This design comes from an exercise in tuning for small area and a short achievable clock period on the open sky130 flow, not from production work.
In this exercise RTL edits were held to simulation tests only and were not proved equivalent to the original.
Power and IR drop assume default switching activity.

## flow/design.v (module list and top-level ports; edited modules follow where they fit)
// module mul32_pipe: 2619 lines
// module mul_fa: 6 lines
// module mul_xor2: 5 lines
// module mul_maj3: 5 lines
// module mul_ao21: 5 lines
// module mul_enc: 6 lines
// module mul_ha: 6 lines
module mul32_pipe(clk, rst, in_valid, a, b, out_valid, p);
  // ...
==> flow/flow/run.sh <==
#!/bin/bash
# Own layout flow: the standard ORFS flow (standard.sh), unchanged except that the
# port buffers that global placement inserts on every input and output use a plain buffer
# (buf_4) instead of the delay cell buffer_ports picks by default.
set -euo pipefail
export BUFFER_PORTS_ARGS="-buffer_cell sky130_fd_sc_hd__buf_4"
bash standard.sh finish > standard_flow.log 2>&1
==> flow/standard.sh <==
#!/bin/bash
# synth_recipe.tcl (not shown) runs the flow's synth.tcl, then flattens the netlist and writes it again
# the make line also repeats each setting of config.mk as NAME=value (left out here)
make -C /OpenROAD-flow-scripts/flow DESIGN_CONFIG=/design/flow/config.mk WORK_HOME=/design/flow/orfs CLKGATE_MAP_FILE= SYNTH_SCRIPT=/design/flow/synth_recipe.tcl "${@:-finish}"
==> flow/config.mk <==
export PLATFORM = sky130hd
export DESIGN_NAME = mul32_pipe
export DESIGN_NICKNAME = mul32_pipe
export VERILOG_FILES = /design/flow/design.v
export SDC_FILE = /design/flow/constraint.sdc
export NUM_CORES = 4
export LEC_CHECK = 0
export ABC_AREA = 1
export CAP_MARGIN = 20
export CORE_MARGIN = 2
export CORE_UTILIZATION = 50
export CTS_CLUSTER_DIAMETER = 120
export CTS_CLUSTER_SIZE = 20
export PLACE_DENSITY = 0.75
export SLEW_MARGIN = 20
export SYNTH_HIERARCHICAL = 1
==> flow/constraint.sdc <==
create_clock -name core_clock -period 2.5 [get_ports {clk}]
set_input_delay 0.5000 -clock core_clock [delete_from_list [all_inputs] [get_ports {clk}]]
set_output_delay 0.5000 -clock core_clock [all_outputs]
set_load 0.01 [all_outputs]
==> metrics.md, run 1 <==
| Metric | Value |
|---|---|
| Post-CTS setup-driven buffer insertion count | `0` |
| Clock transition at the registers of the reported paths | `80 ps` |
| Crit end category | `register` |
| Global routing's busiest layer | `met2` |
| Seq group | `14.8 mW` |
| Met2 Track Usage GR | `42.6%` |
| Biggest regs | `rk1 (306), rk2 (137), rk3 (87)` |
| Power Dens Cells | `1190 mW/mm^2` |
| Pins Over Slew Limit | `0` |
| Number of buffers added on ports | `131` |
| Non-Clock Buffer Area Fraction | `9.51%` |
| Count leader, synth | `dfxtp_1` |
| CP endpoint | `rk1[130]` |
| CTS Buf Count | `31` |
| Final std cells w/o fill | `4168` |
| Hold WS | `52.7 ps` |
| Async S/R FF share, synth | `0%` |
| Largest net degree at the start of global routing | `34` |
| Synth top cells by count | `dfxtp_1 (533), o22ai_1 (511), xnor2_1 (507), fa_1 (492), nand2_1 (226)` |
| Max layer used | `met5` |
| Crit. path cell count | `6` |
| Inverter count | `191` |
| WP buf/inv | `2` |
| Avg Synthesized Cell Area | `10.9 sq um` |
| Tightest Pin Transition | `630 ps` |
| DRC | `0` |
| Die ar. | `0.0707 sq mm` |
| Comb pwr | `25.9 mW` |
| Minimum clock period | `2360 ps` |
| Clock group power | `5.07 mW` |
| Clock network area share | `2.11%` |
| Vias in the first global route | `24900` |
| Delay-heaviest family, CP | `adder cells` |
| Vias | `23800` |
| Core footprint | `0.0682 sq mm` |
| Width of the chip | `266 um` |
| Hold depth | `2` |
| Post-Synth XOR/XNOR Area | `13.9%` |
| Fraction of area in multi-input gates | `55.9%` |
| Post-synthesis simple-gate area fraction | `4.56%` |
| Crit-path max FO | `28` |
| Clock group share of total power | `11.1%` |
| Outcome | `finished clean` |
==> run 2, diff against run 1 <==
--- a/flow/config.mk
+++ b/flow/config.mk
@@ -6,6 +6,7 @@
 export NUM_CORES = 4
 export LEC_CHECK = 0
 export ABC_AREA = 1
+export ABC_CLOCK_PERIOD_IN_PS = 2000
 export CAP_MARGIN = 20
 export CORE_MARGIN = 2
 export CORE_UTILIZATION = 50
==> metrics.md, run 2 <==
| Metric | Value |
|---|---|
| Outcome | `finished clean` |
| Crit share post-route | `94.2%` |
| Clock transition at the registers of the reported paths | `80 ps (about the same)` |
| Slowest-stage cell, CP | `fa_1` |
| Row cnt | `96` |
| Crit start category | `primary input` |
| R2R setup slack | `160 ps` |
| Area contributors post-synth | `dfxtp_1 (31%), fa_1 (29%), xnor2_1 (13%), o22ai_1 (9.3%), ha_1 (4.8%)` |
| Clock Root Buffer | `clkbuf_16` |
| Initial core utilization | `50.3%` |
| DRC | `0 (unchanged)` |
| Commonest cells after routing, fill and taps aside | `dfxtp_1 (533), o22ai_1 (511), xnor2_1 (507)` |
| Tightest Pin Transition | `630 ps (unchanged)` |
| Hold EP | `vpipe[1]` |
| CTS Hold Buffers Added | `0` |
| Crit end category | `register` |
| Routed Antenna Nets | `0` |
| Global route total overflow | `0` |
| Hold path start | `rst` |
| Final Hold Fails | `0` |
| Hold WS | `52.7 ps (unchanged)` |
| Crit-path max FO | `28 (unchanged)` |
| Ant. Diodes | `0` |
| FF-to-FF path depth | `12` |
| Kind of critical path | `primary input to register` |
| Synth top cells by count | `dfxtp_1 (533), o22ai_1 (511), xnor2_1 (507), fa_1 (492), nand2_1 (226)` |
| Initial drt markers | `2385` |
| Fin util | `56.4%` |
| Via/cell ratio | `5.71` |
| Worst R2R Start | `rk2[26]` |
| Avg Synthesized Cell Area | `10.9 sq um (unchanged)` |
| Clock sinks | `533` |
| Fillers | `5722` |
| Max reg flops | `306` |
| Synth area leader | `dfxtp_1` |
| WL/cell | `22.4 um` |
| Core footprint | `0.0682 sq mm (unchanged)` |
| I/O pin count | `132` |
| Final std cells w/o fill | `4168 (unchanged)` |
| Dpl hpwl | `75400 um` |
| Async S/R FF share, synth | `0% (unchanged)` |
| Die H | `266 um` |
| Max-cap viol count | `0` |
| Post-synth top flop | `dfxtp_1` |
| Worst-Skew Late Latency | `630 ps` |
| Hold depth | `2 (unchanged)` |
| Maximum VDD drop | `0.000676 V` |
| Worst path cell trace | `buf_4 > buf_4 > xnor2_1 > o22ai_1 > fa_1 > fa_1` |
| Die ar. | `0.0707 sq mm (unchanged)` |
| Power Dens Cells | `1190 mW/mm^2 (unchanged)` |
| Leak | `16.1 nW` |
| Post-CTS setup-driven buffer insertion count | `0 (unchanged)` |
| Vias in the first global route | `24900 (unchanged)` |
| Router iterations before antenna repair | `6` |
| Yosys warnings | `7` |
| Layout Nets | `3976` |
| Initial antenna violation count | `2` |
| Clk_skew | `20.3 ps` |
| Total negative slack | `0 ps` |
| Count leader, synth | `dfxtp_1` |
| Fmax | `425 MHz` |
| Syn Std Cell Area | `0.0343 sq mm` |
| H-tree levels | `1` |
| CTS tree | `built` |
| RR Endpoint | `rk3[19]` |
| Max Buffers Root-to-Sink | `3` |
| CP peak stage delay | `540 ps` |
| Setup-failing EPs final | `0` |
| Total wire length | `93200 um` |
| Synth Register Bits | `533` |
| CTS Buf Count | `31 (unchanged)` |
| Placer's final routability congestion estimate | `1.00` |
| First-pass GRT wire length | `144000 um` |
| Total track usage | `26.8%` |
| Post-synthesis sequential area ratio | `31.1%` |
| Commonest non-fill, non-tap cell in the layout | `dfxtp_1` |
| Minimum clock period | `2360 ps (unchanged)` |
| Layout cell share with drive strength beyond 1 | `13.5%` |
| Number of buffers added on ports | `131 (unchanged)` |
| Vias | `23800 (unchanged)` |
| WP data required | `2990 ps` |
| Resized cells post-CTS | `0` |
| Post-synth EDFFs | `0` |
| Pins Over Slew Limit | `0 (unchanged)` |
| Reg with most FFs | `rk1` |
| Largest net degree at the start of global routing | `34 (unchanged)` |
| Layout area overhead | `12.2%` |
| Placed cells | `4134` |
| Width of the chip | `266 um (unchanged)` |
| Slew Limit Headroom | `58.0%` |
| Biggest regs | `rk1 (306), rk2 (137), rk3 (87)` |
| Arr. time, crit path | `2850 ps` |
| Post-Syn Instances | `3137` |
| Worst min path class | `primary input to register` |
| Top-area cell type share of the netlist area | `31.1%` |
| Yosys cell types | `35` |
## run 2: cell counts after synthesis
No cell type changed its count.
## run 2: worst max path at each step
stage               startpoint        to  slack [ps]
floorplan                b[29]  rk1[264]          40
global placement         b[27]  rk1[130]        -430
detailed placement       b[27]  rk1[130]        -390
CTS                    rk2[91]   rk3[57]          30
global route          rk2[106]   rk3[84]         -20
finish                   b[27]  rk1[130]         140
## run 2: final cells by class
type                       count  area, sq um  share of cell area (%)
tap                          882         1100                    2.87
multi-input combinational   2144        21500                    55.9
clock inverter                 3         36.3                  0.0943
sequential                   533        10700                    27.7
clock buffer                  31          776                    2.02
inverter                     191          717                    1.86
timing repair buffer         384         3660                    9.51
## run 2: cells by family after synthesis
group                      after synthesis  share of synthesized area (%)
AOI/OAI and AO/OA                      576                           10.4
other                                    2                         0.0219
xor gates and xnor gates               545                           13.9
and+or+nand+nor                        379                           4.56
adders and majority gates              624                           33.5
buffers and inverters                  478                           6.51
DFF                                    533                           31.1
## run 2: per-stage QoR
step	worst slack [ps]	cell area, sq um	power [mW]
3_3_place_gp	-426	37600	39.9
4_1_cts	28.4	38400	46.2
5_1_grt	-18.5	38500	50.6
2_1_floorplan	35.1	34400	32.8
3_5_place_dp	-389	37600	40.9
6_report	144	38500	45.8
## run 2: per-layer routing
metal / global-route usage [%] / share of wire [%] / wire [um]
met4: 9.34 / 4.1 / 3820
met5: 0.277 / 0.017 / 16
met3: 6.17 / 10 / 9520
met2: 42.6 / 45 / 42300
met1: 36.0 / 40 / 37500
## run 2: modules after synthesis (local to each module, per instance)
module      cell area [sq um]  copies in the design  cells inside  flip-flops and latches
mul_ha                   12.5                    34             1                       0
mul_ao21                 11.3                    11             3                       0
mul32_pipe              23900                     1          2578                     533
mul_fa                   20.0                   492             1                       0
## run 2: worst max-delay path: cells and delay by family
| kind | cells | cell delay, ps |
|---|---|---|
| fa+ha+maj | 2 | 1000 |
| buf+inv | 2 | 580 |
| compound gates | 1 | 470 |
| xor+xnor | 1 | 280 |
## run 2: power by group
part	internal [mW]	switching, mW
registers	12.8	1.98
clock network	2.22	2.85
logic	11.5	14.4
total	26.6	19.2
==> run 3, diff against run 2 <==
--- a/flow/config.mk
+++ b/flow/config.mk
@@ -6,12 +6,11 @@
 export NUM_CORES = 4
 export LEC_CHECK = 0
 export ABC_AREA = 1
-export ABC_CLOCK_PERIOD_IN_PS = 2000
 export CAP_MARGIN = 20
 export CORE_MARGIN = 2
-export CORE_UTILIZATION = 50
+export CORE_UTILIZATION = 60
 export CTS_CLUSTER_DIAMETER = 120
 export CTS_CLUSTER_SIZE = 20
-export PLACE_DENSITY = 0.75
+export PLACE_DENSITY = 0.85
 export SLEW_MARGIN = 20
 export SYNTH_HIERARCHICAL = 1
==> metrics.md, run 3 <==
| Metric | Value |
|---|---|
| Tightest Pin Transition | `584 ps (-46.4 ps)` |
| Post-synth EDFFs | `0 (unchanged)` |
| Crit share post-route | `96.7% (+2.4 points)` |
| RR Endpoint | `rk3[59]` |
| Fillers | `3875 (-32%)` |
| Row cnt | `87 (-9.4%)` |
| Clk_skew | `26.6 ps (+6.24 ps)` |
| Placer's final routability congestion estimate | `1.00 (about the same)` |
| Die ar. | `0.0591 sq mm (-16%)` |
| Met1 Usage GRT | `40.8% (+4.8 points)` |
| CTS Buf Count | `30 (-3.2%)` |
| Post-synthesis sequential area ratio | `31.1% (unchanged)` |
| Avg Synthesized Cell Area | `10.9 sq um (unchanged)` |
| Yosys cell types | `35 (unchanged)` |
| Initial core utilization | `60.7% (+10 points)` |
| Worst R2R Start | `rk2[111]` |
| Crit-path max FO | `8 (-71%)` |
| Fmax | `414 MHz (-2.5%)` |
| Setup-failing EPs final | `0 (unchanged)` |
| WL/cell | `23.6 um (+5.5%)` |
| Dpl hpwl | `74600 um (-1.0%)` |
| Synth area leader | `dfxtp_1` |
| Total power | `46.2 mW (+0.83%)` |
| Max reg flops | `306 (unchanged)` |
| Vias in the first global route | `26300 (+5.4%)` |
| WP buf/inv | `0 (-2)` |
| Global routing's busiest layer | `met2` |
| Fin util | `67.5% (+11 points)` |
| Slowest-stage cell, CP | `fa_1` |
| Synth top cells by count | `dfxtp_1 (533), o22ai_1 (511), xnor2_1 (507), fa_1 (492), nand2_1 (226)` |
| Synth Register Bits | `533 (unchanged)` |
| Maximum VDD drop | `0.000871 V (+29%)` |
| Layout cell share with drive strength beyond 1 | `13.0% (-0.43 points)` |
| Syn Std Cell Area | `0.0343 sq mm (unchanged)` |
| WP data required | `3020 ps (+30 ps)` |
| Vias | `24800 (+4.3%)` |
| Met2 Track Usage GR | `51.3% (+8.7 points)` |
| Yosys warnings | `7 (unchanged)` |
| Most frequent CP cell | `nand2_1` |
| Total wire length | `94900 um (+1.8%)` |
| Commonest cells after routing, fill and taps aside | `dfxtp_1 (533), o22ai_1 (511), xnor2_1 (507)` |
| Worst-Skew Late Latency | `630 ps (about the same)` |
| Crit start category | `register` |
| Async S/R FF share, synth | `0% (unchanged)` |
| Arr. time, crit path | `2930 ps (+80 ps)` |
| Width of the chip | `243 um (-8.6%)` |
| Max-cap viol count | `0 (unchanged)` |
| CTS Hold Buffers Added | `0 (unchanged)` |
| FF-to-FF path depth | `10 (-2)` |
| Post-Syn Instances | `3137 (unchanged)` |
| Clock transition at the registers of the reported paths | `80 ps (about the same)` |
| Post-CTS setup-driven buffer insertion count | `0 (unchanged)` |
| Delay-heaviest family, CP | `adder cells` |
| Setup ws final | `83.2 ps (-61.1 ps)` |
| Number of buffers added on ports | `131 (unchanged)` |
| Total track usage | `32.4% (+5.6 points)` |
| Hold depth | `2 (unchanged)` |
| CTS tree | `built` |
| Hold WS | `42.3 ps (-10.3 ps)` |
| Kind of critical path | `register to register` |
| First-pass GRT wire length | `148000 um (+2.2%)` |
| Die H | `243 um (-8.6%)` |
| Largest net degree at the start of global routing | `34 (unchanged)` |
| Setup slack at placement | `-333 ps (+56.0 ps)` |
| Minimum clock period | `2420 ps (+61.1 ps)` |
| CP peak stage delay | `540 ps (about the same)` |
| Top-area cell type share of the netlist area | `31.1% (unchanged)` |
| Clock Root Buffer | `clkbuf_16` |
| Area contributors post-synth | `dfxtp_1 (31%), fa_1 (29%), xnor2_1 (13%), o22ai_1 (9.3%), ha_1 (4.8%)` |
| Routed Antenna Nets | `0 (unchanged)` |
| Router iterations before antenna repair | `8 (+2)` |
| Via/cell ratio | `6.17 (+8.1%)` |
| Hold path start | `rst` |
| Final Hold Fails | `0 (unchanged)` |
| R2R setup slack | `80 ps (-80 ps)` |
| H-tree levels | `1 (unchanged)` |
| Clock sinks | `533 (unchanged)` |
| Initial antenna violation count | `1 (-1)` |
| Switching Share | `42.3% (+0.34 points)` |
| I/O pin count | `132 (unchanged)` |
| Biggest regs | `rk1 (306), rk2 (137), rk3 (87)` |
| Pins Over Slew Limit | `0 (unchanged)` |
| Layout Nets | `3956 (-0.50%)` |
| Slew Limit Headroom | `61.1% (+3.1 points)` |
| Commonest non-fill, non-tap cell in the layout | `dfxtp_1` |
| DRC | `0 (unchanged)` |
| Worst min path class | `primary input to register` |
| Global route total overflow | `0 (unchanged)` |
| Seq pwr share | `32.0% (-0.3 points)` |
| Power Dens Cells | `1210 mW/mm^2 (+1.7%)` |
| Clock group share of total power | `10.8% (-0.3 points)` |
| Post-synth top flop | `dfxtp_1` |
| Reg with most FFs | `rk1` |
| Logic pwr share | `57.3% (+0.7 points)` |
| Max Buffers Root-to-Sink | `3 (unchanged)` |
| Leak | `15.9 nW (-0.68%)` |
| Core footprint | `0.0565 sq mm (-17%)` |
| Count leader, synth | `dfxtp_1` |
| Layout area overhead | `11.2%` |
| Outcome | `finished clean` |
| Met3 GRT Util | `8.48% (+2.3 points)` |
| Worst path cell trace | `fa_1 > ha_2 > a21oi_2 > o21ai_1 > a21oi_1 > nand2_4 > nand2_1 > nand2_1 > nand2_1 > nand2_1` |
| Internal | `26.7 mW (+0.24%)` |
| Crit end category | `register` |
| Hold EP | `vpipe[2]` |
| Initial drt markers | `2963 (+24%)` |
| Net Switching | `19.6 mW (+1.7%)` |
[run 3: how the worst max path moves through the flow]
stage / from / end / slack, ps / depth (start not counted)
6_report: rk2[111] / rk3[59] / 80 / 10
5_1_grt: rk2[111] / rk3[59] / -7 / 10
4_1_cts: rk2[101] / rk3[62] / 20 / 11
3_5_place_dp: b[29] / rk1[297] / -330 / 10
3_3_place_gp: b[29] / rk1[273] / -250 / 10
2_1_floorplan: b[29] / rk1[264] / 40 / 10
[run 3: power groups by stage]
stage               Sequential (mW)  Clock, mW  Combinational (mW)
CTS                            14.8       5.06                26.5
global route                   15.1       5.34                29.9
global placement               14.7          0                24.6
detailed placement             15.0          0                26.1
floorplan                      14.4          0                18.4
finish                         14.8       4.98                26.5
[run 3: repair_timing]
action | 4_1_cts | 5_1_grt
endpoints found under the setup margin | 5 | 21
pin swaps | 1 | 1
resized for setup | 2 | 11
[run 3: cell type report]
class	instances	area [sq um]	area share, %
well taps	756	946	2.48
flip-flops and latches	533	10700	28.0
clock buffers	31	776	2.03
repair buffers	365	3500	9.19
inverters	191	717	1.88
clock inverters	1	8.76	0.0230
multi-input cells	2144	21500	56.4
diodes	1	2.50	0.00656
[run 3: per-stage QoR]
stage	cell area [sq um]	std cells	TNS, ps
after floorplan	34400	3155	0
after global placement	37300	3989	-11930
after detailed placement	37300	3989	-21690
after CTS	38100	4021	0
after global routing	38100	4021	-13.0
final	38100	4022	0
[run 3: logic make-up (layout without fill, tap and decap cells)]
group | Yosys count | count (layout) | share of synthesized area [%]
flip-flops | 533 | 533 | 31.1
XOR/XNOR | 545 | 545 | 13.9
adder cells (fa/ha/maj) | 624 | 624 | 33.5
AND/OR/NAND/NOR | 379 | 379 | 4.56
AO/OA/AOI/OAI | 576 | 576 | 10.4
buffers and inverters | 478 | 588 | 6.51
other | 2 | 21 | 0.0219
[run 3: modules after synthesis (local to each module, per instance)]
module / flops+latches / times used
mul32_pipe: 533 / 1
mul_ha: 0 / 34
mul_fa: 0 / 492
mul_ao21: 0 / 11
[run 3: routing by layer]
metal	part of all wire (%)	wire [um]
met1	36	34500
met2	45	42900
met3	12	11200
met4	6.5	6170
met5	0.014	13

[static timing again, ports no longer ideal]
Ports are ideal in the flow. The routed layouts listed here were re-timed in OpenROAD.
Step 1 (the two cells are an assumption about what drives the block):
set clk [get_ports {clk}]
set_driving_cell -lib_cell sky130_fd_sc_hd__clkbuf_16 $clk
set_driving_cell -lib_cell sky130_fd_sc_hd__buf_2 [delete_from_list [all_inputs] $clk]
Step 2 adds t to the input delays and takes it off the output delays; t is the mean of the earliest and latest rising clock arrival at the registers after step 1. Input paths then give back, and output paths get back, about the clock's delay inside the block.
Slacks: no drivers / after step 1 / after step 2; pairs: no drivers / after step 1.
run | t (ns) | setup WS [ns] | worst setup path after step 2 | slew at the worst register clock pin (ns) | pins driven straight from the clock port
run 1 | 0.677 | 0.144 / 0.127 / -0.491 | input to register | 0.10 / 0.10 | 1
run 2 | 0.677 | 0.144 / 0.127 / -0.491 | input to register | 0.10 / 0.10 | 1
run 3 | 0.677 | 0.083 / 0.083 / -0.359 | input to register | 0.10 / 0.10 | 1
Met with ideal ports but missed after step 2: setup timing in every run listed.
